This is an optimization exercise on Yosys and OpenROAD, whose aim is small area and a short achievable clock period, not a production implementation. Where RTL was checked, it was by simulation tests only, not by an equivalence proof against the original. Function not checked in runs 2 and 3: the RTL went through the layout flow alone. Power and IR drop assume default switching activity.

[design/flow/flow/run.sh]
#!/bin/bash
# Standard ORFS layout (the standard.sh, unchanged synthesis), except:
# - the input and output ports are buffered with a plain buf_1 instead of the
#   delay-type buffer that buffer_ports picks by default;
# - clock tree synthesis inserts no dummy load cells.
set -euo pipefail
bash standard.sh \
  "BUFFER_PORTS_ARGS=-buffer_cell sky130_fd_sc_hd__buf_1" \
  "CTS_ARGS=-sink_clustering_enable -repair_clock_nets -sink_clustering_size 16 -sink_clustering_max_diameter 60 -buf_list sky130_fd_sc_hd__clkbuf_8 -root_buf sky130_fd_sc_hd__clkbuf_16 -dont_use_dummy_load" \
  finish > orfs_make.log 2>&1
[design/flow/config.mk]
export PLATFORM = sky130hd
export DESIGN_NAME = DSP
export DESIGN_NICKNAME = DSP
export VERILOG_FILES = /design/flow/design.v
export SDC_FILE = /design/flow/constraint.sdc
export NUM_CORES = 4
export LEC_CHECK = 0
export CAP_MARGIN = 20
export CORE_MARGIN = 2
export CORE_UTILIZATION = 60
export CTS_BUF_LIST = sky130_fd_sc_hd__clkbuf_8
export CTS_CLUSTER_DIAMETER = 60
export CTS_CLUSTER_SIZE = 16
export SETUP_SLACK_MARGIN = 4.5
export SLEW_MARGIN = 20
export SYNTH_HIERARCHICAL = 1
export SYNTH_MINIMUM_KEEP_SIZE = 0
[design/flow/standard.sh]
#!/bin/bash
# synth_recipe.tcl (not shown) runs the flow's synth.tcl, then flattens the netlist and writes it again
# the make line also repeats each setting of config.mk as NAME=value (left out here)
make -C /OpenROAD-flow-scripts/flow DESIGN_CONFIG=/design/flow/config.mk WORK_HOME=/design/flow/orfs CLKGATE_MAP_FILE= SYNTH_SCRIPT=/design/flow/synth_recipe.tcl "${@:-finish}"
[design/flow/design.v]
module fa (input a, input b, input c, output s, output co);
    assign s  = a ^ b ^ c;
    assign co = (a & b) | (a & c) | (b & c);
endmodule
module xn2 (input a, input b, output y);
    assign y = ~(a ^ b);
endmodule
module or2 (input a, input b, output y);
    assign y = a | b;
endmodule
module fa1 (input a, input b, output s, output co);
    xn2 u_s (.a(a), .b(b), .y(s));
    or2 u_c (.a(a), .b(b), .y(co));
endmodule
module ha (input a, input b, output s, output co);
    assign s  = a ^ b;
    assign co = a & b;
endmodule
module ks18 (input [17:0] a, input [17:0] b, output [17:0] s);
    localparam W = 18;
    localparam L = 5;
    wire [W-1:0] g [0:L];
    wire [W-1:0] p [0:L];
    assign g[0] = a & b;
    assign p[0] = a ^ b;
    genvar l, i;
    generate for (l = 0; l < L; l = l + 1) begin : g_l
        for (i = 0; i < W; i = i + 1) begin : g_i
            if (i >= (1 << l)) begin : g_m
                assign g[l+1][i] = g[l][i] | (p[l][i] & g[l][i-(1<<l)]);
                assign p[l+1][i] = p[l][i] & p[l][i-(1<<l)];
            end else begin : g_k
                assign g[l+1][i] = g[l][i];
                assign p[l+1][i] = p[l][i];
            end
        end
    end endgenerate
    assign s = p[0] ^ {g[L][W-2:0], 1'b0};
endmodule
module DSP (a,b,c,d,clk,rst_n,p);
    parameter OPERATION = "ADD" ;
    input [17:0] a,b,d;
    input [47:0] c;
    input clk,rst_n;
    output reg [47:0] p;
    wire [19:0] ax = {2'b00, a};
    reg [8:0] bo, bt, bn;
    reg bz;
    reg [17:0] s1;
    wire [17:0] s0;
    ks18 u_pre (.a(b), .b(d), .s(s0));
    reg [115:0] x;
    wire [115:0] xe = x;
    reg [47:0] r0;
    reg [47:8] r1;
    reg rc;
    wire [47:0] cd = {c[47:36] - 12'd1, c[35:0]};
    wire [115:0] xn;
    wire [8:0] nn = ~bn;
    wire [18:0] sx = {1'b0, s1};
    wire [18:0] sy = {s1, 1'b0};
    wire [17:0] pz = {18{bz}} & s1;
    wire [18:0] pp0 = (({19{bo[0]}} & sx) | ({19{bt[0]}} & sy)) ^ {19{bn[0]}};
    wire [18:0] pp1 = (({19{bo[1]}} & sx) | ({19{bt[1]}} & sy)) ^ {19{bn[1]}};
    wire [18:0] pp2 = (({19{bo[2]}} & sx) | ({19{bt[2]}} & sy)) ^ {19{bn[2]}};
    wire [18:0] pp3 = (({19{bo[3]}} & sx) | ({19{bt[3]}} & sy)) ^ {19{bn[3]}};
    wire [18:0] pp4 = (({19{bo[4]}} & sx) | ({19{bt[4]}} & sy)) ^ {19{bn[4]}};
    wire [18:0] pp5 = (({19{bo[5]}} & sx) | ({19{bt[5]}} & sy)) ^ {19{bn[5]}};
    wire [18:0] pp6 = (({19{bo[6]}} & sx) | ({19{bt[6]}} & sy)) ^ {19{bn[6]}};
    wire [18:0] pp7 = (({19{bo[7]}} & sx) | ({19{bt[7]}} & sy)) ^ {19{bn[7]}};
    wire [18:0] pp8 = (({19{bo[8]}} & sx) | ({19{bt[8]}} & sy)) ^ {19{bn[8]}};
    wire hs1, hk1;
    wire fs1, fk1;
    wire hs2, hk2;
    wire fs2, fk2;
    wire fs3, fk3;
    wire fs4, fk4;
    wire hs3, hk3;
    wire fs5, fk5;
    wire fs6, fk6;
    wire fs7, fk7;
    wire fs8, fk8;
    wire hs4, hk4;
    wire fs9, fk9;
    wire fs10, fk10;
    wire fs11, fk11;
    wire fs12, fk12;
    wire fs13, fk13;
    wire fs14, fk14;
    wire hs5, hk5;
    wire fs15, fk15;
    wire fs16, fk16;
    wire fs17, fk17;
    wire fs18, fk18;
    wire fs19, fk19;
    wire fs20, fk20;
    wire fs21, fk21;
    wire hs6, hk6;
    wire fs22, fk22;
    wire fs23, fk23;
    wire fs24, fk24;
    wire fs25, fk25;
    wire fs26, fk26;
    wire fs27, fk27;
    wire fs28, fk28;
    wire fs29, fk29;
    wire fs30, fk30;
    wire gs1, gk1;
    wire fs31, fk31;
    wire fs32, fk32;
    wire hs7, hk7;
    wire gs2, gk2;
    wire fs33, fk33;
    wire fs34, fk34;
    wire fs35, fk35;
    wire fs36, fk36;
    wire fs37, fk37;
    wire gs3, gk3;
    wire fs38, fk38;
    wire fs39, fk39;
    wire fs40, fk40;
    wire fs41, fk41;
    wire hs8, hk8;
    wire gs4, gk4;
    wire fs42, fk42;
    wire hs9, hk9;
    wire fs43, fk43;
    wire fs44, fk44;
    wire gs5, gk5;
    wire fs45, fk45;
    wire fs46, fk46;
    wire fs47, fk47;
    wire gs6, gk6;
    wire fs48, fk48;
    wire fs49, fk49;
    wire hs10, hk10;
    wire gs7, gk7;
    wire hs11, hk11;
    wire fs50, fk50;
    wire gs8, gk8;
    wire fs51, fk51;
    wire gs9, gk9;
    wire hs12, hk12;
    wire hs13, hk13;
    wire hs14, hk14;
    wire fs52, fk52;
    wire hs15, hk15;
    wire fs53, fk53;
    wire fs54, fk54;
    wire fs55, fk55;
    wire fs56, fk56;
    wire fs57, fk57;
    wire hs16, hk16;
    wire fs58, fk58;
    wire fs59, fk59;
    wire hs17, hk17;
    wire fs60, fk60;
    wire fs61, fk61;
    wire fs62, fk62;
    wire hs18, hk18;
    wire fs63, fk63;
    wire fs64, fk64;
    wire fs65, fk65;
    wire fs66, fk66;
    wire fs67, fk67;
    wire fs68, fk68;
    wire fs69, fk69;
    wire fs70, fk70;
    wire fs71, fk71;
    wire fs72, fk72;
    wire fs73, fk73;
    wire fs74, fk74;
    wire hs19, hk19;
    wire fs75, fk75;
    wire fs76, fk76;
    wire fs77, fk77;
    wire fs78, fk78;
    wire fs79, fk79;
    wire fs80, fk80;
    wire fs81, fk81;
    wire fs82, fk82;
    wire fs83, fk83;
    wire fs84, fk84;
    wire fs85, fk85;
    wire hs20, hk20;
    wire fs86, fk86;
    wire fs87, fk87;
    wire fs88, fk88;
    wire fs89, fk89;
    wire fs90, fk90;
    wire fs91, fk91;
    wire hs21, hk21;
    wire hs22, hk22;
    wire hs23, hk23;
    wire hs24, hk24;
    wire hs25, hk25;
    wire fs92, fk92;
    wire fs93, fk93;
    wire fs94, fk94;
    wire fs95, fk95;
    wire hs26, hk26;
    wire fs96, fk96;
    wire hs27, hk27;
    wire fs97, fk97;
    wire fs98, fk98;
    wire fs99, fk99;
    wire fs100, fk100;
    wire fs101, fk101;
    wire fs102, fk102;
    wire fs103, fk103;
    wire fs104, fk104;
    wire fs105, fk105;
    wire hs28, hk28;
    wire fs106, fk106;
    wire hs29, hk29;
    wire fs107, fk107;
    wire hs30, hk30;
    wire fs108, fk108;
    wire hs31, hk31;
    wire fs109, fk109;
    wire hs32, hk32;
    wire fs110, fk110;
    wire hs33, hk33;
    wire fs111, fk111;
    wire hs34, hk34;
    wire hs35, hk35;
    wire hs36, hk36;
    wire hs37, hk37;
    wire hs38, hk38;
    wire fs112, fk112;
    wire fs113, fk113;
    wire fs114, fk114;
    wire fs115, fk115;
    wire fs116, fk116;
    wire fs117, fk117;
    wire fs118, fk118;
    wire fs119, fk119;
    wire fs120, fk120;
    wire fs121, fk121;
    wire fs122, fk122;
    wire fs123, fk123;
    wire fs124, fk124;
    wire fs125, fk125;
    wire fs126, fk126;
    wire fs127, fk127;
    wire fs128, fk128;
    wire fs129, fk129;
    wire fs130, fk130;
    wire fs131, fk131;
    wire fs132, fk132;
    wire fs133, fk133;
    wire fs134, fk134;
    wire fs135, fk135;
    wire hs39, hk39;
    wire hs40, hk40;
    wire hs41, hk41;
    wire hs42, hk42;
    wire hs43, hk43;
    wire hs44, hk44;
    wire fs136, fk136;
    wire fs137, fk137;
    wire fs138, fk138;
    wire fs139, fk139;
    wire fs140, fk140;
    wire fs141, fk141;
    wire fs142, fk142;
    wire fs143, fk143;
    wire fs144, fk144;
    wire fs145, fk145;
    wire fs146, fk146;
    wire fs147, fk147;
    wire fs148, fk148;
    wire fs149, fk149;
    wire fs150, fk150;
    wire fs151, fk151;
    wire fs152, fk152;
    wire fs153, fk153;
    wire fs154, fk154;
    wire fs155, fk155;
    wire fs156, fk156;
    wire fs157, fk157;
    wire fs158, fk158;
    wire fs159, fk159;
    wire fs160, fk160;
    wire fs161, fk161;
    wire fs162, fk162;
    wire fs163, fk163;
    wire fs164, fk164;
    wire fs165, fk165;
    wire fs166, fk166;
    wire fs167, fk167;
    wire fs168, fk168;
    wire hs45, hk45;
    ha h1 (.a(pp0[0]), .b(bn[0]), .s(hs1), .co(hk1));
    fa u1 (.a(pp0[2]), .b(pp1[0]), .c(bn[1]), .s(fs1), .co(fk1));
    ha h2 (.a(pp0[3]), .b(pp1[1]), .s(hs2), .co(hk2));
    fa u2 (.a(pp0[4]), .b(pp1[2]), .c(pp2[0]), .s(fs2), .co(fk2));
    fa u3 (.a(pp0[5]), .b(pp1[3]), .c(pp2[1]), .s(fs3), .co(fk3));
    fa u4 (.a(pp0[6]), .b(pp1[4]), .c(pp2[2]), .s(fs4), .co(fk4));
    ha h3 (.a(pp3[0]), .b(bn[3]), .s(hs3), .co(hk3));
    fa u5 (.a(pp0[7]), .b(pp1[5]), .c(pp2[3]), .s(fs5), .co(fk5));
    fa u6 (.a(pp0[8]), .b(pp1[6]), .c(pp2[4]), .s(fs6), .co(fk6));
    fa u7 (.a(pp3[2]), .b(pp4[0]), .c(bn[4]), .s(fs7), .co(fk7));
    fa u8 (.a(pp0[9]), .b(pp1[7]), .c(pp2[5]), .s(fs8), .co(fk8));
    ha h4 (.a(pp3[3]), .b(pp4[1]), .s(hs4), .co(hk4));
    fa u9 (.a(pp0[10]), .b(pp1[8]), .c(pp2[6]), .s(fs9), .co(fk9));
    fa u10 (.a(pp3[4]), .b(pp4[2]), .c(pp5[0]), .s(fs10), .co(fk10));
    fa u11 (.a(pp0[11]), .b(pp1[9]), .c(pp2[7]), .s(fs11), .co(fk11));
    fa u12 (.a(pp3[5]), .b(pp4[3]), .c(pp5[1]), .s(fs12), .co(fk12));
    fa u13 (.a(pp0[12]), .b(pp1[10]), .c(pp2[8]), .s(fs13), .co(fk13));
    fa u14 (.a(pp3[6]), .b(pp4[4]), .c(pp5[2]), .s(fs14), .co(fk14));
    ha h5 (.a(pp6[0]), .b(bn[6]), .s(hs5), .co(hk5));
    fa u15 (.a(pp0[13]), .b(pp1[11]), .c(pp2[9]), .s(fs15), .co(fk15));
    fa u16 (.a(pp3[7]), .b(pp4[5]), .c(pp5[3]), .s(fs16), .co(fk16));
    fa u17 (.a(pp0[14]), .b(pp1[12]), .c(pp2[10]), .s(fs17), .co(fk17));
    fa u18 (.a(pp3[8]), .b(pp4[6]), .c(pp5[4]), .s(fs18), .co(fk18));
    fa u19 (.a(pp6[2]), .b(pp7[0]), .c(bn[7]), .s(fs19), .co(fk19));
    fa u20 (.a(pp0[15]), .b(pp1[13]), .c(pp2[11]), .s(fs20), .co(fk20));
    fa u21 (.a(pp3[9]), .b(pp4[7]), .c(pp5[5]), .s(fs21), .co(fk21));
    ha h6 (.a(pp6[3]), .b(pp7[1]), .s(hs6), .co(hk6));
    fa u22 (.a(pp0[16]), .b(pp1[14]), .c(pp2[12]), .s(fs22), .co(fk22));
    fa u23 (.a(pp3[10]), .b(pp4[8]), .c(pp5[6]), .s(fs23), .co(fk23));
    fa u24 (.a(pp6[4]), .b(pp7[2]), .c(pp8[0]), .s(fs24), .co(fk24));
    fa u25 (.a(pp0[17]), .b(pp1[15]), .c(pp2[13]), .s(fs25), .co(fk25));
    fa u26 (.a(pp3[11]), .b(pp4[9]), .c(pp5[7]), .s(fs26), .co(fk26));
    fa u27 (.a(pp6[5]), .b(pp7[3]), .c(pp8[1]), .s(fs27), .co(fk27));
    fa u28 (.a(pp0[18]), .b(pp1[16]), .c(pp2[14]), .s(fs28), .co(fk28));
    fa u29 (.a(pp3[12]), .b(pp4[10]), .c(pp5[8]), .s(fs29), .co(fk29));
    fa u30 (.a(pp6[6]), .b(pp7[4]), .c(pp8[2]), .s(fs30), .co(fk30));
    fa1 v1 (.a(nn[0]), .b(pp1[17]), .s(gs1), .co(gk1));
    fa u31 (.a(pp2[15]), .b(pp3[13]), .c(pp4[11]), .s(fs31), .co(fk31));
    fa u32 (.a(pp5[9]), .b(pp6[7]), .c(pp7[5]), .s(fs32), .co(fk32));
    ha h7 (.a(pp8[3]), .b(pz[1]), .s(hs7), .co(hk7));
    fa1 v2 (.a(pp1[18]), .b(pp2[16]), .s(gs2), .co(gk2));
    fa u33 (.a(pp3[14]), .b(pp4[12]), .c(pp5[10]), .s(fs33), .co(fk33));
    fa u34 (.a(pp6[8]), .b(pp7[6]), .c(pp8[4]), .s(fs34), .co(fk34));
    fa u35 (.a(nn[1]), .b(pp2[17]), .c(pp3[15]), .s(fs35), .co(fk35));
    fa u36 (.a(pp4[13]), .b(pp5[11]), .c(pp6[9]), .s(fs36), .co(fk36));
    fa u37 (.a(pp7[7]), .b(pp8[5]), .c(pz[3]), .s(fs37), .co(fk37));
    fa1 v3 (.a(pp2[18]), .b(pp3[16]), .s(gs3), .co(gk3));
    fa u38 (.a(pp4[14]), .b(pp5[12]), .c(pp6[10]), .s(fs38), .co(fk38));
    fa u39 (.a(pp7[8]), .b(pp8[6]), .c(pz[4]), .s(fs39), .co(fk39));
    fa u40 (.a(nn[2]), .b(pp3[17]), .c(pp4[15]), .s(fs40), .co(fk40));
    fa u41 (.a(pp5[13]), .b(pp6[11]), .c(pp7[9]), .s(fs41), .co(fk41));
    ha h8 (.a(pp8[7]), .b(pz[5]), .s(hs8), .co(hk8));
    fa1 v4 (.a(pp3[18]), .b(pp4[16]), .s(gs4), .co(gk4));
    fa u42 (.a(pp5[14]), .b(pp6[12]), .c(pp7[10]), .s(fs42), .co(fk42));
    ha h9 (.a(pp8[8]), .b(pz[6]), .s(hs9), .co(hk9));
    fa u43 (.a(nn[3]), .b(pp4[17]), .c(pp5[15]), .s(fs43), .co(fk43));
    fa u44 (.a(pp6[13]), .b(pp7[11]), .c(pp8[9]), .s(fs44), .co(fk44));
    fa1 v5 (.a(pp4[18]), .b(pp5[16]), .s(gs5), .co(gk5));
    fa u45 (.a(pp6[14]), .b(pp7[12]), .c(pp8[10]), .s(fs45), .co(fk45));
    fa u46 (.a(nn[4]), .b(pp5[17]), .c(pp6[15]), .s(fs46), .co(fk46));
    fa u47 (.a(pp7[13]), .b(pp8[11]), .c(pz[9]), .s(fs47), .co(fk47));
    fa1 v6 (.a(pp5[18]), .b(pp6[16]), .s(gs6), .co(gk6));
    fa u48 (.a(pp7[14]), .b(pp8[12]), .c(pz[10]), .s(fs48), .co(fk48));
    fa u49 (.a(nn[5]), .b(pp6[17]), .c(pp7[15]), .s(fs49), .co(fk49));
    ha h10 (.a(pp8[13]), .b(pz[11]), .s(hs10), .co(hk10));
    fa1 v7 (.a(pp6[18]), .b(pp7[16]), .s(gs7), .co(gk7));
    ha h11 (.a(pp8[14]), .b(pz[12]), .s(hs11), .co(hk11));
    fa u50 (.a(nn[6]), .b(pp7[17]), .c(pp8[15]), .s(fs50), .co(fk50));
    fa1 v8 (.a(pp7[18]), .b(pp8[16]), .s(gs8), .co(gk8));
    fa u51 (.a(nn[7]), .b(pp8[17]), .c(pz[15]), .s(fs51), .co(fk51));
    fa1 v9 (.a(pp8[18]), .b(pz[16]), .s(gs9), .co(gk9));
    ha h12 (.a(nn[8]), .b(pz[17]), .s(hs12), .co(hk12));
    ha h13 (.a(hk1), .b(pp0[1]), .s(hs13), .co(hk13));
    ha h14 (.a(fk1), .b(hs2), .s(hs14), .co(hk14));
    fa u52 (.a(hk2), .b(fs2), .c(bn[2]), .s(fs52), .co(fk52));
    ha h15 (.a(fk2), .b(fs3), .s(hs15), .co(hk15));
    fa u53 (.a(fk3), .b(fs4), .c(hs3), .s(fs53), .co(fk53));
    fa u54 (.a(fk4), .b(hk3), .c(fs5), .s(fs54), .co(fk54));
    fa u55 (.a(fk5), .b(fs6), .c(fs7), .s(fs55), .co(fk55));
    fa u56 (.a(fk6), .b(fk7), .c(fs8), .s(fs56), .co(fk56));
    fa u57 (.a(fk8), .b(hk4), .c(fs9), .s(fs57), .co(fk57));
    ha h16 (.a(fs10), .b(bn[5]), .s(hs16), .co(hk16));
    fa u58 (.a(fk9), .b(fk10), .c(fs11), .s(fs58), .co(fk58));
    fa u59 (.a(fk11), .b(fk12), .c(fs13), .s(fs59), .co(fk59));
    ha h17 (.a(fs14), .b(hs5), .s(hs17), .co(hk17));
    fa u60 (.a(fk13), .b(fk14), .c(hk5), .s(fs60), .co(fk60));
    fa u61 (.a(fs15), .b(fs16), .c(pp6[1]), .s(fs61), .co(fk61));
    fa u62 (.a(fk15), .b(fk16), .c(fs17), .s(fs62), .co(fk62));
    ha h18 (.a(fs18), .b(fs19), .s(hs18), .co(hk18));
    fa u63 (.a(fk17), .b(fk18), .c(fk19), .s(fs63), .co(fk63));
    fa u64 (.a(fs20), .b(fs21), .c(hs6), .s(fs64), .co(fk64));
    fa u65 (.a(fk20), .b(fk21), .c(hk6), .s(fs65), .co(fk65));
    fa u66 (.a(fs22), .b(fs23), .c(fs24), .s(fs66), .co(fk66));
    fa u67 (.a(fk22), .b(fk23), .c(fk24), .s(fs67), .co(fk67));
    fa u68 (.a(fs25), .b(fs26), .c(fs27), .s(fs68), .co(fk68));
    fa u69 (.a(fk25), .b(fk26), .c(fk27), .s(fs69), .co(fk69));
    fa u70 (.a(fs28), .b(fs29), .c(fs30), .s(fs70), .co(fk70));
    fa u71 (.a(fk28), .b(fk29), .c(fk30), .s(fs71), .co(fk71));
    fa u72 (.a(gs1), .b(fs31), .c(fs32), .s(fs72), .co(fk72));
    fa u73 (.a(gk1), .b(fk31), .c(fk32), .s(fs73), .co(fk73));
    fa u74 (.a(hk7), .b(gs2), .c(fs33), .s(fs74), .co(fk74));
    ha h19 (.a(fs34), .b(pz[2]), .s(hs19), .co(hk19));
    fa u75 (.a(gk2), .b(fk33), .c(fk34), .s(fs75), .co(fk75));
    fa u76 (.a(fs35), .b(fs36), .c(fs37), .s(fs76), .co(fk76));
    fa u77 (.a(fk35), .b(fk36), .c(fk37), .s(fs77), .co(fk77));
    fa u78 (.a(gs3), .b(fs38), .c(fs39), .s(fs78), .co(fk78));
    fa u79 (.a(gk3), .b(fk38), .c(fk39), .s(fs79), .co(fk79));
    fa u80 (.a(fs40), .b(fs41), .c(hs8), .s(fs80), .co(fk80));
    fa u81 (.a(fk40), .b(fk41), .c(hk8), .s(fs81), .co(fk81));
    fa u82 (.a(gs4), .b(fs42), .c(hs9), .s(fs82), .co(fk82));
    fa u83 (.a(gk4), .b(fk42), .c(hk9), .s(fs83), .co(fk83));
    fa u84 (.a(fs43), .b(fs44), .c(pz[7]), .s(fs84), .co(fk84));
    fa u85 (.a(fk43), .b(fk44), .c(gs5), .s(fs85), .co(fk85));
    ha h20 (.a(fs45), .b(pz[8]), .s(hs20), .co(hk20));
    fa u86 (.a(gk5), .b(fk45), .c(fs46), .s(fs86), .co(fk86));
    fa u87 (.a(fk46), .b(fk47), .c(gs6), .s(fs87), .co(fk87));
    fa u88 (.a(gk6), .b(fk48), .c(fs49), .s(fs88), .co(fk88));
    fa u89 (.a(fk49), .b(hk10), .c(gs7), .s(fs89), .co(fk89));
    fa u90 (.a(gk7), .b(hk11), .c(fs50), .s(fs90), .co(fk90));
    fa u91 (.a(fk50), .b(gs8), .c(pz[14]), .s(fs91), .co(fk91));
    ha h21 (.a(gk8), .b(fs51), .s(hs21), .co(hk21));
    ha h22 (.a(fk51), .b(gs9), .s(hs22), .co(hk22));
    ha h23 (.a(gk9), .b(hs12), .s(hs23), .co(hk23));
    ha h24 (.a(xe[22]), .b(xe[23]), .s(hs24), .co(hk24));
    ha h25 (.a(xe[26]), .b(xe[27]), .s(hs25), .co(hk25));
    fa u92 (.a(xe[29]), .b(xe[30]), .c(xe[31]), .s(fs92), .co(fk92));
    fa u93 (.a(xe[33]), .b(xe[34]), .c(xe[35]), .s(fs93), .co(fk93));
    fa u94 (.a(xe[37]), .b(xe[38]), .c(xe[39]), .s(fs94), .co(fk94));
    fa u95 (.a(xe[41]), .b(xe[42]), .c(xe[43]), .s(fs95), .co(fk95));
    ha h26 (.a(xe[44]), .b(xe[45]), .s(hs26), .co(hk26));
    fa u96 (.a(xe[46]), .b(xe[47]), .c(xe[48]), .s(fs96), .co(fk96));
    ha h27 (.a(xe[49]), .b(cd[17]), .s(hs27), .co(hk27));
    fa u97 (.a(xe[50]), .b(xe[51]), .c(xe[52]), .s(fs97), .co(fk97));
    fa u98 (.a(xe[53]), .b(xe[54]), .c(cd[18]), .s(fs98), .co(fk98));
    fa u99 (.a(xe[55]), .b(xe[56]), .c(xe[57]), .s(fs99), .co(fk99));
    fa u100 (.a(xe[58]), .b(xe[59]), .c(cd[19]), .s(fs100), .co(fk100));
    fa u101 (.a(xe[60]), .b(xe[61]), .c(xe[62]), .s(fs101), .co(fk101));
    fa u102 (.a(xe[63]), .b(xe[64]), .c(cd[20]), .s(fs102), .co(fk102));
    fa u103 (.a(xe[65]), .b(xe[66]), .c(xe[67]), .s(fs103), .co(fk103));
    fa u104 (.a(xe[68]), .b(xe[69]), .c(cd[21]), .s(fs104), .co(fk104));
    fa u105 (.a(xe[70]), .b(xe[71]), .c(xe[72]), .s(fs105), .co(fk105));
    ha h28 (.a(xe[73]), .b(cd[22]), .s(hs28), .co(hk28));
    fa u106 (.a(xe[74]), .b(xe[75]), .c(xe[76]), .s(fs106), .co(fk106));
    ha h29 (.a(xe[77]), .b(cd[23]), .s(hs29), .co(hk29));
    fa u107 (.a(xe[78]), .b(xe[79]), .c(xe[80]), .s(fs107), .co(fk107));
    ha h30 (.a(xe[81]), .b(cd[24]), .s(hs30), .co(hk30));
    fa u108 (.a(xe[82]), .b(xe[83]), .c(xe[84]), .s(fs108), .co(fk108));
    ha h31 (.a(xe[85]), .b(cd[25]), .s(hs31), .co(hk31));
    fa u109 (.a(xe[86]), .b(xe[87]), .c(xe[88]), .s(fs109), .co(fk109));
    ha h32 (.a(xe[89]), .b(cd[26]), .s(hs32), .co(hk32));
    fa u110 (.a(xe[90]), .b(xe[91]), .c(xe[92]), .s(fs110), .co(fk110));
    ha h33 (.a(xe[93]), .b(cd[27]), .s(hs33), .co(hk33));
    fa u111 (.a(xe[94]), .b(xe[95]), .c(xe[96]), .s(fs111), .co(fk111));
    ha h34 (.a(xe[97]), .b(xe[98]), .s(hs34), .co(hk34));
    ha h35 (.a(xe[100]), .b(xe[101]), .s(hs35), .co(hk35));
    ha h36 (.a(xe[103]), .b(xe[104]), .s(hs36), .co(hk36));
    ha h37 (.a(xe[11]), .b(xe[12]), .s(hs37), .co(hk37));
    ha h38 (.a(xe[14]), .b(xe[15]), .s(hs38), .co(hk38));
    fa u112 (.a(xe[16]), .b(xe[17]), .c(xe[18]), .s(fs112), .co(fk112));
    fa u113 (.a(xe[19]), .b(xe[20]), .c(xe[21]), .s(fs113), .co(fk113));
    fa u114 (.a(xe[24]), .b(xe[25]), .c(cd[11]), .s(fs114), .co(fk114));
    fa u115 (.a(xe[28]), .b(cd[12]), .c(hk24), .s(fs115), .co(fk115));
    fa u116 (.a(xe[32]), .b(cd[13]), .c(hk25), .s(fs116), .co(fk116));
    fa u117 (.a(xe[36]), .b(cd[14]), .c(fk92), .s(fs117), .co(fk117));
    fa u118 (.a(xe[40]), .b(cd[15]), .c(fk93), .s(fs118), .co(fk118));
    fa u119 (.a(cd[16]), .b(fk94), .c(fs95), .s(fs119), .co(fk119));
    fa u120 (.a(fk95), .b(hk26), .c(fs96), .s(fs120), .co(fk120));
    fa u121 (.a(fk96), .b(hk27), .c(fs97), .s(fs121), .co(fk121));
    fa u122 (.a(fk97), .b(fk98), .c(fs99), .s(fs122), .co(fk122));
    fa u123 (.a(fk99), .b(fk100), .c(fs101), .s(fs123), .co(fk123));
    fa u124 (.a(fk101), .b(fk102), .c(fs103), .s(fs124), .co(fk124));
    fa u125 (.a(fk103), .b(fk104), .c(fs105), .s(fs125), .co(fk125));
    fa u126 (.a(fk105), .b(hk28), .c(fs106), .s(fs126), .co(fk126));
    fa u127 (.a(fk106), .b(hk29), .c(fs107), .s(fs127), .co(fk127));
    fa u128 (.a(fk107), .b(hk30), .c(fs108), .s(fs128), .co(fk128));
    fa u129 (.a(fk108), .b(hk31), .c(fs109), .s(fs129), .co(fk129));
    fa u130 (.a(fk109), .b(hk32), .c(fs110), .s(fs130), .co(fk130));
    fa u131 (.a(cd[28]), .b(fk110), .c(hk33), .s(fs131), .co(fk131));
    fa u132 (.a(xe[99]), .b(cd[29]), .c(fk111), .s(fs132), .co(fk132));
    fa u133 (.a(xe[102]), .b(cd[30]), .c(hk34), .s(fs133), .co(fk133));
    fa u134 (.a(xe[105]), .b(cd[31]), .c(hk35), .s(fs134), .co(fk134));
    fa u135 (.a(xe[106]), .b(xe[107]), .c(cd[32]), .s(fs135), .co(fk135));
    ha h39 (.a(xe[108]), .b(xe[109]), .s(hs39), .co(hk39));
    ha h40 (.a(xe[110]), .b(xe[111]), .s(hs40), .co(hk40));
    ha h41 (.a(xe[112]), .b(xe[113]), .s(hs41), .co(hk41));
    ha h42 (.a(xe[114]), .b(xe[115]), .s(hs42), .co(hk42));
    ha h43 (.a(xe[2]), .b(xe[3]), .s(hs43), .co(hk43));
    ha h44 (.a(xe[4]), .b(cd[3]), .s(hs44), .co(hk44));
    fa u136 (.a(xe[5]), .b(xe[6]), .c(cd[4]), .s(fs136), .co(fk136));
    fa u137 (.a(xe[7]), .b(xe[8]), .c(cd[5]), .s(fs137), .co(fk137));
    fa u138 (.a(xe[9]), .b(xe[10]), .c(cd[6]), .s(fs138), .co(fk138));
    fa u139 (.a(xe[13]), .b(cd[7]), .c(hs37), .s(fs139), .co(fk139));
    fa u140 (.a(cd[8]), .b(hk37), .c(hs38), .s(fs140), .co(fk140));
    fa u141 (.a(cd[9]), .b(hk38), .c(fs112), .s(fs141), .co(fk141));
    fa u142 (.a(cd[10]), .b(fk112), .c(fs113), .s(fs142), .co(fk142));
    fa u143 (.a(hs24), .b(fk113), .c(fs114), .s(fs143), .co(fk143));
    fa u144 (.a(hs25), .b(fk114), .c(fs115), .s(fs144), .co(fk144));
    fa u145 (.a(fs92), .b(fk115), .c(fs116), .s(fs145), .co(fk145));
    fa u146 (.a(fs93), .b(fk116), .c(fs117), .s(fs146), .co(fk146));
    fa u147 (.a(fs94), .b(fk117), .c(fs118), .s(fs147), .co(fk147));
    fa u148 (.a(hs26), .b(fk118), .c(fs119), .s(fs148), .co(fk148));
    fa u149 (.a(hs27), .b(fk119), .c(fs120), .s(fs149), .co(fk149));
    fa u150 (.a(fs98), .b(fk120), .c(fs121), .s(fs150), .co(fk150));
    fa u151 (.a(fs100), .b(fk121), .c(fs122), .s(fs151), .co(fk151));
    fa u152 (.a(fs102), .b(fk122), .c(fs123), .s(fs152), .co(fk152));
    fa u153 (.a(fs104), .b(fk123), .c(fs124), .s(fs153), .co(fk153));
    fa u154 (.a(hs28), .b(fk124), .c(fs125), .s(fs154), .co(fk154));
    fa u155 (.a(hs29), .b(fk125), .c(fs126), .s(fs155), .co(fk155));
    fa u156 (.a(hs30), .b(fk126), .c(fs127), .s(fs156), .co(fk156));
    fa u157 (.a(hs31), .b(fk127), .c(fs128), .s(fs157), .co(fk157));
    fa u158 (.a(hs32), .b(fk128), .c(fs129), .s(fs158), .co(fk158));
    fa u159 (.a(hs33), .b(fk129), .c(fs130), .s(fs159), .co(fk159));
    fa u160 (.a(fs111), .b(fk130), .c(fs131), .s(fs160), .co(fk160));
    fa u161 (.a(hs34), .b(fk131), .c(fs132), .s(fs161), .co(fk161));
    fa u162 (.a(hs35), .b(fk132), .c(fs133), .s(fs162), .co(fk162));
    fa u163 (.a(hs36), .b(fk133), .c(fs134), .s(fs163), .co(fk163));
    fa u164 (.a(hk36), .b(fk134), .c(fs135), .s(fs164), .co(fk164));
    fa u165 (.a(cd[33]), .b(fk135), .c(hs39), .s(fs165), .co(fk165));
    fa u166 (.a(cd[34]), .b(hk39), .c(hs40), .s(fs166), .co(fk166));
    fa u167 (.a(cd[35]), .b(hk40), .c(hs41), .s(fs167), .co(fk167));
    fa u168 (.a(cd[36]), .b(hk41), .c(hs42), .s(fs168), .co(fk168));
    ha h45 (.a(cd[37]), .b(hk42), .s(hs45), .co(hk45));
    assign xn[0] = hs1;
    assign xn[1] = hs13;
    assign xn[2] = hk13;
    assign xn[3] = fs1;
    assign xn[4] = hs14;
    assign xn[5] = hk14;
    assign xn[6] = fs52;
    assign xn[7] = fk52;
    assign xn[8] = hs15;
    assign xn[9] = hk15;
    assign xn[10] = fs53;
    assign xn[11] = fk53;
    assign xn[12] = fs54;
    assign xn[13] = pp3[1];
    assign xn[14] = fk54;
    assign xn[15] = fs55;
    assign xn[16] = fk55;
    assign xn[17] = fs56;
    assign xn[18] = hs4;
    assign xn[19] = fk56;
    assign xn[20] = fs57;
    assign xn[21] = hs16;
    assign xn[22] = fk57;
    assign xn[23] = hk16;
    assign xn[24] = fs58;
    assign xn[25] = fs12;
    assign xn[26] = fk58;
    assign xn[27] = fs59;
    assign xn[28] = hs17;
    assign xn[29] = fk59;
    assign xn[30] = hk17;
    assign xn[31] = fs60;
    assign xn[32] = fs61;
    assign xn[33] = fk60;
    assign xn[34] = fk61;
    assign xn[35] = fs62;
    assign xn[36] = hs18;
    assign xn[37] = fk62;
    assign xn[38] = hk18;
    assign xn[39] = fs63;
    assign xn[40] = fs64;
    assign xn[41] = fk63;
    assign xn[42] = fk64;
    assign xn[43] = fs65;
    assign xn[44] = fs66;
    assign xn[45] = bn[8];
    assign xn[46] = fk65;
    assign xn[47] = fk66;
    assign xn[48] = fs67;
    assign xn[49] = fs68;
    assign xn[50] = fk67;
    assign xn[51] = fk68;
    assign xn[52] = fs69;
    assign xn[53] = fs70;
    assign xn[54] = pz[0];
    assign xn[55] = fk69;
    assign xn[56] = fk70;
    assign xn[57] = fs71;
    assign xn[58] = fs72;
    assign xn[59] = hs7;
    assign xn[60] = fk71;
    assign xn[61] = fk72;
    assign xn[62] = fs73;
    assign xn[63] = fs74;
    assign xn[64] = hs19;
    assign xn[65] = fk73;
    assign xn[66] = fk74;
    assign xn[67] = hk19;
    assign xn[68] = fs75;
    assign xn[69] = fs76;
    assign xn[70] = fk75;
    assign xn[71] = fk76;
    assign xn[72] = fs77;
    assign xn[73] = fs78;
    assign xn[74] = fk77;
    assign xn[75] = fk78;
    assign xn[76] = fs79;
    assign xn[77] = fs80;
    assign xn[78] = fk79;
    assign xn[79] = fk80;
    assign xn[80] = fs81;
    assign xn[81] = fs82;
    assign xn[82] = fk81;
    assign xn[83] = fk82;
    assign xn[84] = fs83;
    assign xn[85] = fs84;
    assign xn[86] = fk83;
    assign xn[87] = fk84;
    assign xn[88] = fs85;
    assign xn[89] = hs20;
    assign xn[90] = fk85;
    assign xn[91] = hk20;
    assign xn[92] = fs86;
    assign xn[93] = fs47;
    assign xn[94] = fk86;
    assign xn[95] = fs87;
    assign xn[96] = fs48;
    assign xn[97] = fk87;
    assign xn[98] = fs88;
    assign xn[99] = hs10;
    assign xn[100] = fk88;
    assign xn[101] = fs89;
    assign xn[102] = hs11;
    assign xn[103] = fk89;
    assign xn[104] = fs90;
    assign xn[105] = pz[13];
    assign xn[106] = fk90;
    assign xn[107] = fs91;
    assign xn[108] = fk91;
    assign xn[109] = hs21;
    assign xn[110] = hk21;
    assign xn[111] = hs22;
    assign xn[112] = hk22;
    assign xn[113] = hs23;
    assign xn[114] = hk23;
    assign xn[115] = hk12;
    wire [47:0] r0n = {cd[47], cd[46], cd[45], cd[44], cd[43], cd[42], cd[41], cd[40], cd[39], cd[38], fk168, fk167, fk166, fk165, fk164, fk163, fk162, fk161, fk160, fk159, fk158, fk157, fk156, fk155, fk154, fk153, fk152, fk151, fk150, fk149, fk148, fk147, fk146, fk145, fk144, fk143, fk142, fk141, fk140, fk139, fk138, fk137, fk136, hk44, hk43, cd[2], xe[1], xe[0]};
    wire [47:0] r1n = {1'b0, 1'b0, 1'b0, 1'b0, 1'b0, 1'b0, 1'b0, 1'b0, 1'b0, hk45, hs45, fs168, fs167, fs166, fs165, fs164, fs163, fs162, fs161, fs160, fs159, fs158, fs157, fs156, fs155, fs154, fs153, fs152, fs151, fs150, fs149, fs148, fs147, fs146, fs145, fs144, fs143, fs142, fs141, fs140, fs139, fs138, fs137, fs136, hs44, hs43, cd[1], cd[0]};
    always @(posedge clk) s1 <= s0;
    wire [8:0] lo = r0n[7:0] + r1n[7:0];
    wire [40:0] hi = {r0[47:8], 1'b1} + {r1[47:8], rc};
    always @(posedge clk or negedge rst_n) begin
        if (!rst_n) begin
            bo <= 0; bt <= 0; bn <= 0; bz <= 0;
            x <= 116'b00101010100100100100100100010010001000100010001000001100000000000000000000000000000000000000000000000000000000000000; r0 <= 0; r1 <= 0; rc <= 0; p <= 0;
        end else begin
            bo[0] <= ax[0] ^ 1'b0;
            bt[0] <= (ax[1] & ~ax[0] & ~1'b0) | (~ax[1] & ax[0] & 1'b0);
            bn[0] <= ax[1];
            bo[1] <= ax[2] ^ ax[1];
            bt[1] <= (ax[3] & ~ax[2] & ~ax[1]) | (~ax[3] & ax[2] & ax[1]);
            bn[1] <= ax[3];
            bo[2] <= ax[4] ^ ax[3];
            bt[2] <= (ax[5] & ~ax[4] & ~ax[3]) | (~ax[5] & ax[4] & ax[3]);
            bn[2] <= ax[5];
            bo[3] <= ax[6] ^ ax[5];
            bt[3] <= (ax[7] & ~ax[6] & ~ax[5]) | (~ax[7] & ax[6] & ax[5]);
            bn[3] <= ax[7];
            bo[4] <= ax[8] ^ ax[7];
            bt[4] <= (ax[9] & ~ax[8] & ~ax[7]) | (~ax[9] & ax[8] & ax[7]);
            bn[4] <= ax[9];
            bo[5] <= ax[10] ^ ax[9];
            bt[5] <= (ax[11] & ~ax[10] & ~ax[9]) | (~ax[11] & ax[10] & ax[9]);
            bn[5] <= ax[11];
            bo[6] <= ax[12] ^ ax[11];
            bt[6] <= (ax[13] & ~ax[12] & ~ax[11]) | (~ax[13] & ax[12] & ax[11]);
            bn[6] <= ax[13];
            bo[7] <= ax[14] ^ ax[13];
            bt[7] <= (ax[15] & ~ax[14] & ~ax[13]) | (~ax[15] & ax[14] & ax[13]);
            bn[7] <= ax[15];
            bo[8] <= ax[16] ^ ax[15];
            bt[8] <= (ax[17] & ~ax[16] & ~ax[15]) | (~ax[17] & ax[16] & ax[15]);
            bn[8] <= ax[17];
            bz <= a[17];
            x  <= xn;
            r0 <= {r0n[47:8], lo[7:0]};
            r1 <= r1n[47:8];
            rc <= lo[8];
            p  <= {hi[40:1], r0[7:0]};
        end
    end
endmodule
[design/flow/constraint.sdc]
create_clock -name core_clock -period 7.0 [get_ports {clk}]
set_input_delay 1.4000 -clock core_clock [delete_from_list [all_inputs] [get_ports {clk}]]
set_output_delay 1.4000 -clock core_clock [all_outputs]
set_load 0.01 [all_outputs]
==> impl_metrics.ini, run 1 <==
[worst_setup_path]
cpMaxStageDelayCell = fa_2
path_cells = buf_1 > fa_2 > fa_2 > fa_2
reg2reg_depth = 4
cp_common_cell = fa_2
worstPathMaxFanout = 1
required_ns = 7.35
cp.depth = 4
path_buf_inv = 1
crit_path_max_incr_delay_ns = 0.55
worst-setup-path-type = in -> reg
critPathLaunchType = input port
end_kind = register
worst-endpoint-arrival_ns = 2.83
critical-path-top-delay-family = adder cells

[timing]
worst_slew_pin_slew_ns = 0.830
tns_ns = 0
final-hold-violation-count = 0
finalCriticalPeriod_ns = 2.48
setup_viol = 0
period_share_pct = 35.4
whs_ns = 0.353
fmaxAchievable_ghz = 0.404
rsz0062_at_grt = true
relSlewSlack_pct = 44.6
slew_violations = 0
skew_ns = 0.0493

[flow_run]
maxCapViolations = 0

[die]
io_pins = 152
die_w_um = 177
start_util_pct = 60.8
num_rows = 63
die_h_um = 177
die_area_um2 = 31200
core-area_um2 = 29500

[min_path]
hold_depth = 0
hp-class = reg -> reg

[power_and_ir_drop]
seq_power_share_pct = 33.2
p_clk_share_pct = 9.3
p_total_mw = 9.05
p_leak_nw = 7.83
power.internal_mw = 5.19
switchingPower_mw = 3.86
vdd_drop_max_v = 0.000185
comb_power_share_pct = 57.4
p_per_area_nw_per_um2 = 463
sw_frac_of_total_pct = 42.7

[clock_network]
clkSlewWorstSetupHoldPaths_ns = 0.08
clockBufferDepth = 3
htreeDepth = 1
cts_root_buf = clkbuf_16
cts_tree = yes
clock_latency_ns = 0.50
cts_sinks = 289
numCtsBuffers = 24
cts_hold_buffers = 0

[global_route]
grt_pass1_wl_mm = 63.5
grt_use_total_pct = 26.2
grt_pass1_vias = 11700
grt_max_degree = 68
overflow = 0
antenna_found_initial = 1

[synth]
ys_async_sr_fraction_pct = 93.8
synth_cells = 1486
synth_edf_count = 0
yosysTopAreaCellShare_pct = 35.5
netlist_area_um2 = 17900
ys.flop_type = dfrtp_1
synth.distinct_cells = 63
yosys_warnings = 8
yosysSeqAreaShare_pct = 40.0
ys_seq_elements = 289
avgSynthCellArea_um2 = 12.1
yosysTopAreaCell = dfrtp_1
synthTopCellsByArea = dfrtp_1 35%, fa_1 19%, xnor2_1 10%

[finish]
n_antenna_cell = 0
final_cell_mix = 234 x dfrtp_1, 209 x xnor2_1, 157 x fa_1
final_common_cell = dfrtp_1
area_growth_pct = 9.14
final_area_um2 = 19500
utilization_pct = 66.3
final_layout_size_suffix_gt1_share_pct = 10.9
nNetsFinal = 1957

[route]
drcViolationCount = 0
routedWlPerCell_um = 20.2
drt_iter0_markers = 1090
routed_wl_mm = 39.8
dr.pass1.iters = 8
viasPerCell = 5.88
vias = 11600
antenna_left = 0

[placed_design]
postPlaceCellArea_um2 = 19000
placement.io_buffers = 151
dp_hpwl_mm = 29.1
place_congestion = 0.913

[run_status]
status = timing/DRC/antenna clean
[logic make-up (layout without fill, tap and decap cells)]
group,count (synthesis),after routing,share of synthesized area [%]
AOI/OAI and AO/OA,331,331,12.6
DFF,289,289,40.0
adders and majority gates,273,273,26.2
xor gates and xnor gates,253,253,12.4
and+or+nand+nor,210,210,5.88
buffers and inverters,127,219,2.71
muxes,3,3,0.175
[sequential cells by signal, summed over array words and instances (netlist names)]
signal,count
bn,9
bo,9
bt,9
p,48
r0,48
r1,31
rc,1
s1,18
x,116
[cell type report]
class                   instances  area, um^2
well taps                     390         488
clock buffers                  24         364
inverters                      28         105
flip-flops and latches        289        7210
fillers                      2288        9930
repair buffers                167         698
multi-input cells            1070       10700
[path summary, 6_finish.rpt]
check	startpoint	slack (ns)	to
max	c[21]	4.52	r1[14]$_DFF_PN0_
min	r0[0]$_DFF_PN0_	0.35	p[0]$_DFF_PN0_
max reg2reg	s1[0]$_DFF_P_	4.60	x[49]$_DFF_PN0_
min reg2reg	r0[0]$_DFF_PN0_	0.35	p[0]$_DFF_PN0_
max in group asynchronous	rst_n	4.86	r0[34]$_DFF_PN0_
min in group asynchronous	rst_n	0.91	x[14]$_DFF_PN0_
[Yosys cell counts, types with 4 or more instances]
library cell / n
dfrtp_1: 254
xnor2_1: 209
fa_1: 171
a22oi_1: 153
ha_1: 102
nand2_1: 69
clkbuf_1: 68
a21oi_1: 59
o21ai_0: 44
xor2_1: 44
nor2_1: 34
inv_1: 28
buf_1: 26
and2_1: 23
dfxtp_1: 18
nand3_1: 18
dfstp_2: 17
a21o_1: 14
nand2b_1: 10
nand3b_1: 10
o211ai_1: 10
or2_1: 9
nand4_1: 8
a31oi_1: 7
o21bai_1: 6
nor2b_1: 5
nor3_1: 5
a211oi_1: 4
or3_1: 4
[metrics by stage]
stage / instances / worst slack (ns)
2_1_floorplan: 1486 / 4.11
3_3_place_gp: 1939 / 3.95
3_5_place_dp: 1939 / 3.92
4_1_cts: 1968 / 4.47
5_1_grt: 1968 / 4.49
6_report: 1968 / 4.52
[per-layer routing]
metal | routed length [um] | GRT usage (%) | vias up
met5 | 0 | 0 | -
met4 | 762 | 5.65 | 0
met3 | 3510 | 5.18 | 67
met2 | 17500 | 39.1 | 456
met1 | 18100 | 40.2 | 5776
li1 | - | - | 5266
[Yosys stat by module, one instance, submodules excluded, a selection]
module / area (um^2) / cells inside / copies in the design / flip-flops and latches
xn2: 8.76 / 1 / 9 / 0
or2: 6.26 / 1 / 9 / 0
DSP: 13000 / 1138 / 1 / 289
ha: 12.5 / 1 / 45 / 0
fa: 20.0 / 1 / 168 / 0
ks18: 845 / 117 / 1 / 0
[timing repair]
action,in CTS,in global routing
pin swaps,7,9
setup endpoints to repair,47,54
resized for setup,27,37
setup buffers,5,0
[power by group through the flow]
stage	clock network [mW]	registers (mW)	logic, mW
CTS	0.876	3.00	5.15
finish	0.844	3.01	5.20
global route	0.940	3.08	5.87
global placement	0	3.02	4.91
detailed placement	0	3.04	5.10
floorplan	0	2.83	3.64
==> run 2, diff against run 1 <==
--- a/design/flow/design.v
+++ b/design/flow/design.v
@@ -26,9 +26,9 @@
     genvar l, i;
     generate for (l = 0; l < L; l = l + 1) begin : g_l
         for (i = 0; i < W; i = i + 1) begin : g_i
-            if (i >= (1 << l)) begin : g_m
-                assign g[l+1][i] = g[l][i] | (p[l][i] & g[l][i-(1<<l)]);
-                assign p[l+1][i] = p[l][i] & p[l][i-(1<<l)];
+            if ((i >> l) % 2 == 1) begin : g_m
+                assign g[l+1][i] = g[l][i] | (p[l][i] & g[l][((i >> (l+1)) << (l+1)) + (1 << l) - 1]);
+                assign p[l+1][i] = p[l][i] & p[l][((i >> (l+1)) << (l+1)) + (1 << l) - 1];
             end else begin : g_k
                 assign g[l+1][i] = g[l][i];
                 assign p[l+1][i] = p[l][i];
==> design/flow/flow/run.sh (replaced) <==
#!/bin/bash
# Standard ORFS layout (the standard.sh, unchanged synthesis), except:
# - the input and output ports are buffered with a plain buf_1 instead of the
#   delay-type buffer that buffer_ports picks by default;
# - clock tree synthesis inserts no dummy load cells.
set -euo pipefail
bash standard.sh \
  "BUFFER_PORTS_ARGS=-buffer_cell sky130_fd_sc_hd__buf_1" \
  "CTS_ARGS=-sink_clustering_enable -repair_clock_nets -sink_clustering_size 16 -sink_clustering_max_diameter 60 -buf_list sky130_fd_sc_hd__clkbuf_8 -dont_use_dummy_load" \
  finish > orfs_make.log 2>&1
==> run 2 against run 1 <==
Compared with the run above: still clean on timing, DRC and antenna; fmax fell by 14%; first-iteration DRC count fell by 21%; clock power fell by 2.6%; power fell by 0.57%; routed wire length barely moved; sequential cell count did not move; register-to-register slack got worse by 0.05 ns; count of clock-buffer cells in the layout rose by 1; non-clock buffer count rose by 10; critical path depth rose by 5; final cell count fell by 1.5%; synthesized cell count fell by 2.3%; critical path type unchanged; critical endpoint is now s1[16]$_DFF_P_.
==> impl_metrics.ini, run 2 <==
[clock_network]
cts_tree = yes
cts_hold_buffers = 0
cts_sinks = 289
htreeDepth = 1
clkSlewWorstSetupHoldPaths_ns = 0.10
clockBufferDepth = 3
numCtsBuffers = 25
cts_root_buf = clkbuf_8
clock_latency_ns = 0.57

[synth]
ys_async_sr_fraction_pct = 93.8
netlist_top_cells_count = 254 x dfrtp_1, 208 x xnor2_1, 175 x fa_1, 153 x a22oi_1, 100 x ha_1
yosysSeqAreaShare_pct = 40.3
synth_compound_area_share_pct = 11.9
yosysMostFrequentCell = dfrtp_1
synth-simple-area-share_pct = 5.79
synth_top_family_by_area = adder cells
synth_mux_area_share_pct = 0.120
synthTopCellsByArea = dfrtp_1 36%, fa_1 20%, xnor2_1 10%
yosysTopAreaCell = dfrtp_1
synth_cells = 1452
ys.flop_type = dfrtp_1
synth_edf_count = 0
ys_seq_elements = 289
synthAdderAreaFrac_pct = 26.8
netlist_area_um2 = 17800
yosysTopAreaCellShare_pct = 35.8
yosys_warnings = 8
avgSynthCellArea_um2 = 12.2
synth.distinct_cells = 63
synth-xor-area-share_pct = 12.3

[worst_setup_path]
r2r_end = p[46]$_DFF_PN0_
critPathLaunchType = input port
worst-setup-path-type = in -> reg
required_ns = 7.52
reg2reg_depth = 8
reg2reg_slack_ns = 4.55
rr_startpoint = r0[23]$_DFF_PN0_
worstPathMaxFanout = 4
worst-endpoint-arrival_ns = 3.41
startpoint = d[0]
end_kind = register
critPathCapture = s1[16]$_DFF_P_

[placed_design]
postPlaceCellArea_um2 = 18700
pre_cts_ws_ns = 3.24
place_congestion = 0.884
dp_hpwl_mm = 28.2
placement.io_buffers = 151
dp_cells = 1899

[die]
die_area_um2 = 31000
die_w_um = 176
core-area_um2 = 28900
io_pins = 152
die_h_um = 176
num_rows = 62
start_util_pct = 61.4

[finish]
largest_reg_flops = 116
final_common_cell = dfrtp_1
nNetsFinal = 1936
area_growth_pct = 9.36
utilization_pct = 67.1
final_cell_mix = 237 x dfrtp_1, 208 x xnor2_1, 159 x fa_1
top_regs = x (116), p (48), r0 (48)
stdcell_count = 1939
n_antenna_cell = 0
fillers = 2202
regMostFlops = x
final_area_um2 = 19400
final_layout_size_suffix_gt1_share_pct = 13.4

[timing]
slew_violations = 0
finalCriticalPeriod_ns = 2.89
period_share_pct = 41.3
skew_ns = 0.0482
fin_ws_ns = 4.11
worst_slew_pin_slew_ns = 0.797
relSlewSlack_pct = 46.9
rsz0062_at_grt = true
tns_ns = 0
setup_viol = 0
whs_ns = 0.329
final-hold-violation-count = 0
fmaxAchievable_ghz = 0.346

[global_route]
antenna_found_initial = 0
grt_pass1_vias = 11900
grt_max_degree = 102
grt_pass1_wl_mm = 63.8
grt_use_total_pct = 26.3
overflow = 0

[power_and_ir_drop]
p_leak_nw = 8.00
p_total_mw = 9.00
p_per_area_nw_per_um2 = 463
vdd_drop_max_v = 0.000187

[route]
routedWlPerCell_um = 20.5
routed_wl_mm = 39.8
vias = 11400
drt_iter0_markers = 864
viasPerCell = 5.90
dr.pass1.iters = 5
drcViolationCount = 0
antenna_left = 0

[min_path]
hold_depth = 0
hp-class = reg -> reg

[run_status]
status = timing/DRC/antenna clean

[flow_run]
maxCapViolations = 0
## run 2: cells by family after synthesis
family          after synthesis
mux                           2
fa+ha+maj                   275
flops                       289
buf+inv                     130
simple gates                203
xor+xnor                    249
compound gates              304
## run 2: repair_timing
action | 4_1_cts | 5_1_grt
setup buffers | 6 | 9
setup endpoints to repair | 63 | 122
pin swaps | 10 | 15
gates cloned | 0 | 0
resized for setup | 27 | 87
## run 2: worst min-delay path by stage
stage	from	end	slack (ns)
global route	r0[5]$_DFF_PN0_	p[5]$_DFF_PN0_	0.34
finish	r0[4]$_DFF_PN0_	p[4]$_DFF_PN0_	0.33
global placement	r0[1]$_DFF_PN0_	p[1]$_DFF_PN0_	0.33
CTS	r0[4]$_DFF_PN0_	p[4]$_DFF_PN0_	0.33
detailed placement	r0[4]$_DFF_PN0_	p[4]$_DFF_PN0_	0.33
floorplan	r0[0]$_DFF_PN0_	p[0]$_DFF_PN0_	0.33
## run 2: critical path, cell delays in order
cell	delay, ns
buf_6	0.10
ha_4	0.15
fa_2	0.36
a211oi_4	0.25
o21ai_4	0.12
a21oi_4	0.20
o311ai_4	0.10
a21o_1	0.22
fa_2	0.52
## run 2: area by class of cell
type	instances	area, um^2	share of cell area [%]
Clock buffer	25	344	1.77
Tap cell	384	480	2.47
Multi-Input combinational cell	1033	10400	53.6
Timing Repair Buffer	177	860	4.43
Sequential cell	289	7210	37.1
Inverter	31	116	0.599
## run 2: power breakdown
part	leakage, nW	total [mW]	switching [mW]	internal [mW]
sequential	3.32	3.01	0.503	2.51
combinational	4.50	5.17	2.83	2.34
clock	0.180	0.822	0.504	0.317
## run 2: per-module statistics from Yosys (local to each module, per instance), a selection
module	cells	cell area, um^2	times used	flip-flops and latches
ha	1	12.5	45	0
fa	1	20.0	168	0
ks18	83	692	1	0
or2	1	6.26	9	0
DSP	1138	13000	1	289
xn2	1	8.76	9	0
## run 2: routing by layer
layer  vias to the layer above  part of all wire (%)  wire length, um  global-route usage (%)
met5                         -                     0                0                       0
met4                         0                   1.8              707                    5.75
met3                        70                   8.3             3320                    5.40
met2                       491                    45            17900                    41.0
met1                      5752                    45            17900                    38.7
li1                       5129                     -                -                       -
==> run 3, diff against run 2 <==
--- a/design/flow/design.v
+++ b/design/flow/design.v
@@ -37,6 +37,29 @@
     end endgenerate
     assign s = p[0] ^ {g[L][W-2:0], 1'b0};
 endmodule
+module addhi (input [39:0] a, input [39:0] b, input ci, output [39:0] s);
+    localparam W = 40;
+    localparam L = 6;
+    wire [W-1:0] g [0:L];
+    wire [W-1:0] p [0:L];
+    wire [W-1:0] p0 = a ^ b;
+    wire [W-1:0] g0 = a & b;
+    assign g[0] = {g0[W-1:1], g0[0] | (p0[0] & ci)};
+    assign p[0] = p0;
+    genvar l, i;
+    generate for (l = 0; l < L; l = l + 1) begin : g_l
+        for (i = 0; i < W; i = i + 1) begin : g_i
+            if ((i >> l) % 2 == 1) begin : g_m
+                assign g[l+1][i] = g[l][i] | (p[l][i] & g[l][((i >> (l+1)) << (l+1)) + (1 << l) - 1]);
+                assign p[l+1][i] = p[l][i] & p[l][((i >> (l+1)) << (l+1)) + (1 << l) - 1];
+            end else begin : g_k
+                assign g[l+1][i] = g[l][i];
+                assign p[l+1][i] = p[l][i];
+            end
+        end
+    end endgenerate
+    assign s = p0 ^ {g[L][W-2:0], ci};
+endmodule
 module DSP (a,b,c,d,clk,rst_n,p);
     parameter OPERATION = "ADD" ;
     input [17:0] a,b,d;
@@ -633,7 +656,7 @@
     wire [47:0] r1n = {1'b0, 1'b0, 1'b0, 1'b0, 1'b0, 1'b0, 1'b0, 1'b0, 1'b0, hk45, hs45, fs168, fs167, fs166, fs165, fs164, fs163, fs162, fs161, fs160, fs159, fs158, fs157, fs156, fs155, fs154, fs153, fs152, fs151, fs150, fs149, fs148, fs147, fs146, fs145, fs144, fs143, fs142, fs141, fs140, fs139, fs138, fs137, fs136, hs44, hs43, cd[1], cd[0]};
     always @(posedge clk) s1 <= s0;
     wire [8:0] lo = r0n[7:0] + r1n[7:0];
-    wire [40:0] hi = {r0[47:8], 1'b1} + {r1[47:8], rc};
+    wire [40:0] hi; addhi u_hi (.a(r0[47:8]), .b(r1[47:8]), .ci(rc), .s(hi[40:1])); assign hi[0] = 1'b0;
     always @(posedge clk or negedge rst_n) begin
         if (!rst_n) begin
             bo <= 0; bt <= 0; bn <= 0; bz <= 0;
==> run 3 against run 2 <==
Compared with the run above: global-route usage shrank 2.2 points; first-iteration DRC count down 27%; largest cell class unchanged; register-to-register slack lost 0.33 ns; area after synthesis down 0.60%; fmax rose by 1.9%; sequential share of layout area is 0.27 points lower; sequential power about the same; critical path depth did not move.
==> impl_metrics.ini, run 3 <==
[route]
drt_iter0_markers = 632
routed_wl_mm = 35.6
vias = 10800
viasPerCell = 5.71
antenna_left = 0
routedWlPerCell_um = 18.8
drcViolationCount = 0
dr.pass1.iters = 5

[die]
die_h_um = 176
die_area_um2 = 30800
io_pins = 152
start_util_pct = 61.2
num_rows = 62
core-area_um2 = 28900
die_w_um = 176

[timing]
period_share_pct = 40.5
finalCriticalPeriod_ns = 2.84
fmaxAchievable_ghz = 0.353
slew_violations = 0
tns_ns = 0
rsz0062_at_grt = true
setup_viol = 0
relSlewSlack_pct = 34.1
worst_slew_pin_slew_ns = 0.988
skew_ns = 0.0460
final-hold-violation-count = 0

[synth]
synth_edf_count = 0
ys_async_sr_fraction_pct = 93.8
yosysTopAreaCellShare_pct = 36.0
synth.distinct_cells = 64
yosys_warnings = 9
synthTopCellsByArea = dfrtp_1 36%, fa_1 21%, xnor2_1 10%
netlist_top_cells_count = 254 x dfrtp_1, 211 x xnor2_1, 181 x fa_1, 153 x a22oi_1, 106 x ha_1
ys.flop_type = dfrtp_1
avgSynthCellArea_um2 = 12.8
yosysTopAreaCell = dfrtp_1
yosysSeqAreaShare_pct = 40.6
yosysMostFrequentCell = dfrtp_1
ys_seq_elements = 289
synth_cells = 1382
netlist_area_um2 = 17700

[finish]
top_regs = x (116), p (48), r0 (48)
n_antenna_cell = 0
regMostFlops = x
nNetsFinal = 1900
fillers = 2165
final_common_cell = dfrtp_1
final_layout_size_suffix_gt1_share_pct = 14.9
multi_input_area_um2 = 10400
area_growth_pct = 10.6
seqCellArea_um2 = 7190
largest_reg_flops = 116
final_cell_mix = 247 x dfrtp_1, 209 x xnor2_1, 162 x fa_1

[min_path]
min_from = r0[1]$_DFF_PN0_
hold_path_end = p[1]$_DFF_PN0_
hold_depth = 0
hp-class = reg -> reg

[power_and_ir_drop]
power.internal_mw = 5.18
p_total_mw = 8.66
p_clk_share_pct = 10.3
vdd_drop_max_v = 0.000283
seq_power_share_pct = 34.6
p_per_area_nw_per_um2 = 443
p_leak_nw = 8.05
comb_power_share_pct = 55.1
sw_frac_of_total_pct = 40.2
switchingPower_mw = 3.48

[placed_design]
dp_hpwl_mm = 25.8
place_congestion = 0.814
placement.io_buffers = 151

[global_route]
antenna_found_initial = 0
grt_pass1_wl_mm = 59.4
overflow = 0
grt_use_total_pct = 24.1
grt_pass1_vias = 11400
grt_max_degree = 180

[flow_run]
maxCapViolations = 0

[worst_setup_path]
worst-endpoint-arrival_ns = 3.37
critPathLaunchType = input port
rr_startpoint = r0[8]$_DFF_PN0_
worst-setup-path-type = in -> reg
worstPathMaxFanout = 4
required_ns = 7.53
r2r_end = p[39]$_DFF_PN0_
end_kind = register
reg2reg_slack_ns = 4.22
reg2reg_depth = 14

[clock_network]
cts_hold_buffers = 0
htreeDepth = 1
cts_sinks = 289
clock_latency_ns = 0.60
cts_tree = yes
clkSlewWorstSetupHoldPaths_ns = 0.08
cts_root_buf = clkbuf_8
clockBufferDepth = 3
numCtsBuffers = 29

[run_status]
status = timing/DRC/antenna clean
## run 3: cell count changes in the layout (fill, tap and decap cells not counted), sizes merged, moves of 7 or more
cell	delta
nor2	-14
a21oi	-16
o21ai	-19
xor2	-8
nand2	-17
conb	+10
nor3	+7
inv	+12
## run 3: worst max path at each step
stage / depth (start not counted) / start / slack (ns) / end
detailed placement: 10 / b[0] / 3.29 / s1[17]$_DFF_P_
global placement: 10 / b[0] / 3.35 / s1[17]$_DFF_P_
floorplan: 9 / b[0] / 3.60 / s1[17]$_DFF_P_
CTS: 10 / d[0] / 4.17 / s1[17]$_DFF_P_
finish: 9 / d[0] / 4.16 / s1[16]$_DFF_P_
global route: 10 / d[0] / 4.11 / s1[17]$_DFF_P_
## run 3: per-stage QoR
step           area (um^2)  utilization (%)  std cells  hold WS (ns)  setup slack, ns
3_3_place_gp         18600             64.6       1840         0.332             3.35
2_1_floorplan        17900                -       1391         0.331             3.60
3_5_place_dp         18600             64.6       1840         0.336             3.29
6_report             19500             67.6       1891         0.335             4.16
4_1_cts              19300             66.7       1881         0.336             4.17
5_1_grt              19500             67.6       1891         0.345             4.11
## run 3: final cells by class
cell class              count  area share [%]
flip-flops and latches    289            36.8
inverters                  43           0.827
multi-input cells         966            53.3
repair buffers            180            4.56
well taps                 384            2.46
clock buffers              29            2.04
## run 3: modules after synthesis, one instance, submodules excluded, excerpt
| module | cells inside | area, um^2 | flops+latches | copies in the design |
|---|---|---|---|---|
| or2 | 1 | 6.26 | 0 | 9 |
| ks18 | 83 | 692 | 0 | 1 |
| fa | 1 | 20.0 | 0 | 168 |
| DSP | 853 | 11200 | 289 | 1 |
| xn2 | 1 | 8.76 | 0 | 9 |
| ha | 1 | 12.5 | 0 | 45 |
| addhi | 215 | 1720 | 0 | 1 |
## run 3: worst max-delay path, cell delays in order
cell      delay (ns)
buf_6           0.10
ha_4            0.15
fa_2            0.35
a211oi_2        0.22
o21ai_2         0.13
a21oi_4         0.20
o311ai_4        0.10
a21o_1          0.21
fa_2            0.51
## run 3: cells by family after synthesis
kind of cell	after synthesis	share of synthesized area (%)
mux	1	0.0567
buf+inv	136	3.24
fa+ha+maj	287	28.0
simple gates	169	5.28
xor+xnor	244	12.1
compound gates	255	10.7
other cells	1	0.0212
flops	289	40.6
## run 3: repair_timing
| action | 4_1_cts | 5_1_grt |
|---|---|---|
| endpoints found under the setup margin | 92 | 110 |
| resized for setup | 36 | 78 |
| setup buffers | 12 | 10 |
| pin swaps | 21 | 19 |
## run 3: layer usage
metal  global-route usage (%)  wire length, um  vias to the layer above
li1                         -                -                     4887
met3                     3.31             1880                       54
met2                     39.2            17100                      307
met1                     35.2            16000                     5549
met4                     5.48              638                        0
met5                        0                0                        -
## run 3: power groups by stage
stage | Combinational, mW | Clock, mW | Sequential, mW
6_report | 4.77 | 0.889 | 3.00
5_1_grt | 5.48 | 0.991 | 3.09
4_1_cts | 4.68 | 0.929 | 2.99
3_5_place_dp | 4.55 | 0 | 3.02
3_3_place_gp | 4.35 | 0 | 3.01
2_1_floorplan | 3.39 | 0 | 2.84

[separate check: timing with driven ports]
The flow's constraints put no driver on any port. The routed layouts listed below were extracted and timed again, unchanged, in two steps.
Step 1, drivers: a clkbuf_16 drives clk and a buf_2 each remaining input, both assumed.
Step 2, shift: input delay + t, output delay - t, t = (earliest + latest rising clock arrival at the registers) / 2. This alone moves slack from input paths to output paths.
a / b / c = ideal / step 1 / step 2; a / b = the first two.
| run | t (ns) | setup slack, ns | hold slack, ns | worst setup path at the end |
|---|---|---|---|---|
| run 1 | 0.532 | 4.524 / 4.532 / 4.019 | 0.353 / 0.353 / 0.353 | input to register |
| run 2 | 0.597 | 4.110 / 4.123 / 3.525 | 0.329 / 0.329 / 0.329 | input to register |
| run 3 | 0.622 | 4.163 / 4.180 / 3.558 | 0.335 / 0.335 / 0.335 | input to register |
After both steps setup and hold are still met in every run listed. The setup slack of run 3, which loses most, moves by +0.017 ns with the drivers and by -0.605 ns with both steps.
